What follows belongs to an exercise in optimizing a design on an open flow for small area; a production flow would make more cautious choices.
Function was checked by simulation only, so behaviour that the tests miss may differ from the original.

==> run E: inputs <==
Design RandomNumberGenerator, start of the top module:
module RandomNumberGenerator(clk, rst, load, key_x, seed_r, seed_g, seed_b, Rout, Gout, Bout, Key_ready);
export LEC_CHECK = 0
export CAP_MARGIN = 20
export CORE_MARGIN = 2
export CORE_UTILIZATION = 40
export SLEW_MARGIN = 20
create_clock -name core_clock -period 10.0 [get_ports {clk}]
standard.sh (not shown) runs the stock make flow with config.mk's settings and CLKGATE_MAP_FILE= SYNTH_SCRIPT=/design/flow/synth_recipe.tcl, a recipe that flattens the netlist after the stock synthesis.
==> flow/flow/run.sh <==
#!/bin/bash
# Standard layout (standard.sh) with changes that keep the registers and what
# is measured:
#  * Yosys's ABC step maps the combinational logic for area
#    (&get -n; &st; &dch; &nf -a; &put) instead of ORFS's speed script;
#    everything else in synthesis is ORFS's own script, unchanged;
#  * after synthesis, flow/netopt.py swaps some cells for smaller cells of the
#    same function (half adders with an unused output, 2:1 muxes as a22o);
#  * the port buffers are the smallest buffer, buf_1;
#  * the clock tree uses clkbuf_4 without dummy loads.
set -euo pipefail
here=$(pwd)
rm -rf "$here/scripts_mod"
cp -r "$FLOW_HOME/scripts" "$here/scripts_mod"
printf '%s\n' '&get -n' '&st' '&dch' '&nf -a' '&put' > "$here/scripts_mod/abc_speed.script"
export SCRIPTS_DIR="$here/scripts_mod"
export BUFFER_PORTS_ARGS="-buffer_cell sky130_fd_sc_hd__buf_1"
export CTS_ARGS="-sink_clustering_enable -repair_clock_nets -dont_use_dummy_load -sink_buffer_max_cap_derate 1.0 -sink_clustering_size 30 -sink_clustering_max_diameter 300 -buf_list sky130_fd_sc_hd__clkbuf_4 -root_buf sky130_fd_sc_hd__clkbuf_4"
res="$here/orfs/results/$FLOW_PLATFORM/RandomNumberGenerator/base"
bash standard.sh synth > standard_synth.log 2>&1
python3 "$here/flow/netopt.py" "$res/1_2_yosys.v" > netopt.log 2>&1
rm -f "$res/1_synth.odb" "$res/1_synth.sdc"
bash standard.sh > standard.log 2>&1
Other scripts of this flow, unchanged in this note and not shown: flow/flow/netopt.py
==> inputs of run B, as changes to run E <==
--- a/flow/design.v
+++ b/flow/design.v
@@ -22,13 +22,13 @@
     wire ph2 =  g[1] &  g[0];
     wire ph3 =  g[1] & ~g[0];
     reg [15:0] acc;       
     wire [14:0] w = x[14:0] ^ {15{x[15]}};
     wire [3:0] d = ({4{ph0}} & w[3:0]) | ({4{ph1}} & w[7:4]) |
                    ({4{ph2}} & w[11:8]) | ({4{ph3}} & {1'b0, w[14:12]});
-    wire [15:0] ain = ph0 ? ({w, 1'b1} & {16{x[15]}}) : acc;
+    wire [15:0] ain = ({16{ph0 & x[15]}} & {w, 1'b1}) | ({16{~ph0}} & acc);
     wire t0 = ~ain[0] | ~(w[0] & d[0]);
     wire [1:0] t1 = {1'b0, ~ain[1]} + {1'b0, ~(w[1] & d[0])} + {1'b0, ~(w[0] & d[1])};
     wire t2 = t0 | t1[0];
     wire [1:0] t3 = {1'b0, ~ain[2]} + {1'b0, ~(w[2] & d[0])} + {1'b0, ~(w[1] & d[1])};
     wire [1:0] t4 = {1'b0, ~(w[0] & d[2])} + {1'b0, t1[1]} + {1'b0, t3[0]};
     wire t5 = t2 | t4[0];
@@ -112,100 +112,70 @@
     assign T[14] = ~t55[0];
     assign T[15] = ~t60;
     assign T[16] = ~t64;
     assign T[17] = ~t67;
     assign T[18] = ~t69;
     assign T[19] = ~t68;
-    reg zbit;
-    always @(*) begin
-        case (zc)
-            7'd50: zbit = 1'b1;
-            7'd51: zbit = 1'b1;
-            7'd52: zbit = 1'b1;
-            7'd53: zbit = 1'b1;
-            7'd54: zbit = 1'b1;
-            7'd55: zbit = 1'b1;
-            7'd56: zbit = 1'b1;
-            7'd59: zbit = 1'b1;
-            7'd60: zbit = 1'b1;
-            7'd61: zbit = 1'b1;
-            7'd66: zbit = 1'b1;
-            7'd68: zbit = 1'b1;
-            7'd69: zbit = 1'b1;
-            7'd71: zbit = 1'b1;
-            7'd72: zbit = 1'b1;
-            7'd74: zbit = 1'b1;
-            7'd79: zbit = 1'b1;
-            7'd80: zbit = 1'b1;
-            7'd82: zbit = 1'b1;
-            7'd87: zbit = 1'b1;
-            7'd92: zbit = 1'b1;
-            7'd93: zbit = 1'b1;
-            7'd94: zbit = 1'b1;
-            7'd98: zbit = 1'b1;
-            7'd100: zbit = 1'b1;
-            7'd102: zbit = 1'b1;
-            7'd105: zbit = 1'b1;
-            7'd106: zbit = 1'b1;
-            7'd107: zbit = 1'b1;
-            7'd109: zbit = 1'b1;
-            7'd110: zbit = 1'b1;
-            7'd111: zbit = 1'b1;
-            7'd112: zbit = 1'b1;
-            7'd113: zbit = 1'b1;
-            7'd115: zbit = 1'b1;
-            7'd119: zbit = 1'b1;
-            7'd126: zbit = 1'b1;
-            7'd127: zbit = 1'b1;
-            default: zbit = 1'b0;
-        endcase
-    end
+    wire zbit =
+        (zc[6] & ~zc[4] & zc[3] & ~zc[1]) |
+        (~zc[6] & zc[5] & ~zc[4] & ~zc[3]) |
+        (zc[5] & zc[4] & zc[2] & ~zc[1]) |
+        (zc[6] & zc[5] & ~zc[2] & ~zc[1]) |
+        (zc[4] & ~zc[3] & ~zc[2] & zc[0]) |
+        (~zc[5] & ~zc[4] & ~zc[3] & ~zc[2] & ~zc[0]) |
+        (zc[4] & zc[3] & zc[2] & zc[1] & zc[0]) |
+        (~zc[6] & zc[5] & zc[3] & ~zc[2] & zc[1]) |
+        (zc[6] & ~zc[5] & zc[3] & zc[1] & ~zc[0]) |
+        (zc[6] & zc[5] & ~zc[3] & zc[2] & ~zc[0]) |
+        (~zc[6] & zc[5] & ~zc[3] & zc[0]) |
+        (~zc[6] & ~zc[4] & zc[3] & ~zc[2] & zc[0]) |
+        (~zc[6] & ~zc[5] & ~zc[3] & ~zc[2] & zc[1] & ~zc[0]);
     wire [15:0] x_new = {T[17], ~T[16:2]};
-    wire c = ph3 ? T[17] : zbit;
+    wire c = (ph3 & T[17]) | (~ph3 & zbit);
     always @(posedge clk)
         acc <= T[19:4];
-    wire Rfb = Rlfsr[15] ^ Rlfsr[13] ^ Rlfsr[12] ^ Rlfsr[10];
-    wire Gfb = Glfsr[15] ^ Glfsr[13] ^ Glfsr[12] ^ Glfsr[10];
-    wire Bfb = Blfsr[15] ^ Blfsr[13] ^ Blfsr[12] ^ Blfsr[10];
+    wire nl = ~load;
+    wire [15:0] Rl_d = ({16{load}} & seed_r) |
+        ({16{nl}} & {Rlfsr[14:0], Rlfsr[15] ^ Rlfsr[13] ^ Rlfsr[12] ^ Rlfsr[10]});
+    wire [15:0] Gl_d = ({16{load}} & seed_g) |
+        ({16{nl}} & {Glfsr[14:0], Glfsr[15] ^ Glfsr[13] ^ Glfsr[12] ^ Glfsr[10]});
+    wire [15:0] Bl_d = ({16{load}} & seed_b) |
+        ({16{nl}} & {Blfsr[14:0], Blfsr[15] ^ Blfsr[13] ^ Blfsr[12] ^ Blfsr[10]});
+    wire [7:0] Ro_d = {8{nl}} & {Rout[6:0], Rlfsr[15] ^ c};
+    wire [7:0] Go_d = {8{nl}} & {Gout[6:0], Glfsr[15] ^ c};
+    wire [7:0] Bo_d = {8{nl}} & {Bout[6:0], Blfsr[15] ^ c};
+    wire sel_n = nl & ph3;
+    wire sel_h = nl & ~ph3;
+    wire [15:0] x_d = ({16{load}} & key_x) | ({16{sel_n}} & x_new) | ({16{sel_h}} & x);
+    wire [6:0] zc_step = {zc[5:0], zc[6] ^ zc[5]} ^ ({7{zc == 7'd66}} & 7'd65);
+    wire [6:0] zc_d = ({7{load}} & 7'd98) | ({7{nl & ph0}} & zc_step) | ({7{nl & ~ph0}} & zc);
+    wire [1:0] g_d = {2{nl}} & {g[0], ~g[1]};
+    wire h_d = nl & (h ^ ph3);
+    wire kr_d = nl & h & ph3;
     always @(posedge clk or posedge rst) begin
         if (rst) begin
             Rlfsr <= 16'h0001;
             Glfsr <= 16'h0002;
             Blfsr <= 16'h0003;
             x <= 16'h7EF0;
-            zc <= 7'd48;
-            Rout <= 8'b0;
-            Gout <= 8'b0;
-            Bout <= 8'b0;
-            Key_ready <= 1'b0;
-            g <= 2'b00;
-            h <= 1'b0;
-        end else if (load) begin
-            Rlfsr <= seed_r;
-            Glfsr <= seed_g;
-            Blfsr <= seed_b;
-            x <= key_x;
-            zc <= 7'd48;
+            zc <= 7'd98;
             Rout <= 8'b0;
             Gout <= 8'b0;
             Bout <= 8'b0;
             Key_ready <= 1'b0;
             g <= 2'b00;
             h <= 1'b0;
         end else begin
-            Rlfsr <= {Rlfsr[14:0], Rfb};
-            Glfsr <= {Glfsr[14:0], Gfb};
-            Blfsr <= {Blfsr[14:0], Bfb};
-            Rout <= {Rout[6:0], Rlfsr[15] ^ c};
-            Gout <= {Gout[6:0], Glfsr[15] ^ c};
-            Bout <= {Bout[6:0], Blfsr[15] ^ c};
-            Key_ready <= h & ph3;
-            g <= {g[0], ~g[1]};
-            if (ph3)
-                h <= ~h;
-            if (ph0)
-                zc <= (zc == 7'd127) ? 7'd49 : zc + 7'd1;
-            if (ph3)
-                x <= x_new;
+            Rlfsr <= Rl_d;
+            Glfsr <= Gl_d;
+            Blfsr <= Bl_d;
+            x <= x_d;
+            zc <= zc_d;
+            Rout <= Ro_d;
+            Gout <= Go_d;
+            Bout <= Bo_d;
+            Key_ready <= kr_d;
+            g <= g_d;
+            h <= h_d;
         end
     end
 endmodule
--- a/flow/flow/run.sh
+++ b/flow/flow/run.sh
@@ -12,12 +12,12 @@
 here=$(pwd)
 rm -rf "$here/scripts_mod"
 cp -r "$FLOW_HOME/scripts" "$here/scripts_mod"
 printf '%s\n' '&get -n' '&st' '&dch' '&nf -a' '&put' > "$here/scripts_mod/abc_speed.script"
 export SCRIPTS_DIR="$here/scripts_mod"
 export BUFFER_PORTS_ARGS="-buffer_cell sky130_fd_sc_hd__buf_1"
-export CTS_ARGS="-sink_clustering_enable -repair_clock_nets -dont_use_dummy_load -sink_buffer_max_cap_derate 1.0 -sink_clustering_size 30 -sink_clustering_max_diameter 300 -buf_list sky130_fd_sc_hd__clkbuf_4 -root_buf sky130_fd_sc_hd__clkbuf_4"
+export CTS_ARGS="-sink_clustering_enable -repair_clock_nets -dont_use_dummy_load -sink_clustering_size 50 -sink_clustering_max_diameter 500 -sink_clustering_levels 1 -buf_list sky130_fd_sc_hd__clkbuf_4 -root_buf sky130_fd_sc_hd__clkbuf_8 -distance_between_buffers 500"
 res="$here/orfs/results/$FLOW_PLATFORM/RandomNumberGenerator/base"
 bash standard.sh synth > standard_synth.log 2>&1
 python3 "$here/flow/netopt.py" "$res/1_2_yosys.v" > netopt.log 2>&1
 rm -f "$res/1_synth.odb" "$res/1_synth.sdc"
 bash standard.sh > standard.log 2>&1
==> run_summary.xml <==
<?xml version="1.0" encoding="UTF-8"?>
<metrics>
  <group name="finish">
    <metric name="fillerInstances" unit="">1351</metric>
    <metric name="fin_util" unit="%">47.0</metric>
    <metric name="ant_diodes" unit="">1</metric>
  </group>
  <group name="global_route">
    <metric name="grt_use_met1" unit="%">23.0</metric>
    <metric name="grt_max_degree" unit="">100</metric>
  </group>
  <group name="run_status">
    <metric name="outcome" unit="">timing/DRC/antenna clean</metric>
  </group>
  <group name="setup_path">
    <metric name="setup.reg_to_reg.worst_slack" unit="ps">520</metric>
  </group>
</metrics>
-- figures above: run B

==> run_summary.xml <==
<?xml version="1.0" encoding="UTF-8"?>
<metrics>
  <group name="synth">
    <metric name="synth_warn" unit="">1</metric>
  </group>
  <group name="finish">
    <metric name="fillerInstances" unit="">1434</metric>
    <metric name="ant_diodes" unit="">0</metric>
  </group>
  <group name="route">
    <metric name="route.detailed.wl_per_inst" unit="um">15.9</metric>
  </group>
  <group name="run_status">
    <metric name="outcome" unit="">timing/DRC/antenna clean</metric>
  </group>
  <group name="global_route">
    <metric name="grt_use_met1" unit="%">23.6</metric>
    <metric name="grt_max_degree" unit="">70</metric>
  </group>
</metrics>
-- figures above: run E

## separate check: timing with driven ports
The results above use ideal ports. As a check the final layouts listed here were re-extracted and re-timed, cells and wires unchanged.
Step 1, drivers: a clkbuf_16 drives clk and a buf_2 each remaining input, both assumed.
Step 2, shift: input delay + t, output delay - t, t = (earliest + latest rising clock arrival at the registers) / 2. This alone moves slack from input paths to output paths.
Slacks: ideal / step 1 / step 2; pairs: ideal / step 1.
| run | t (ns) | setup WS [ns] | cell pins on the clock port's net |
|---|---|---|---|
| run E | 0.538 | 0.508 / 0.508 / 0.508 | 1 |
| run B | 0.474 | 0.522 / 0.522 / 0.522 | 1 |
After both steps setup and hold are still met in every run listed.
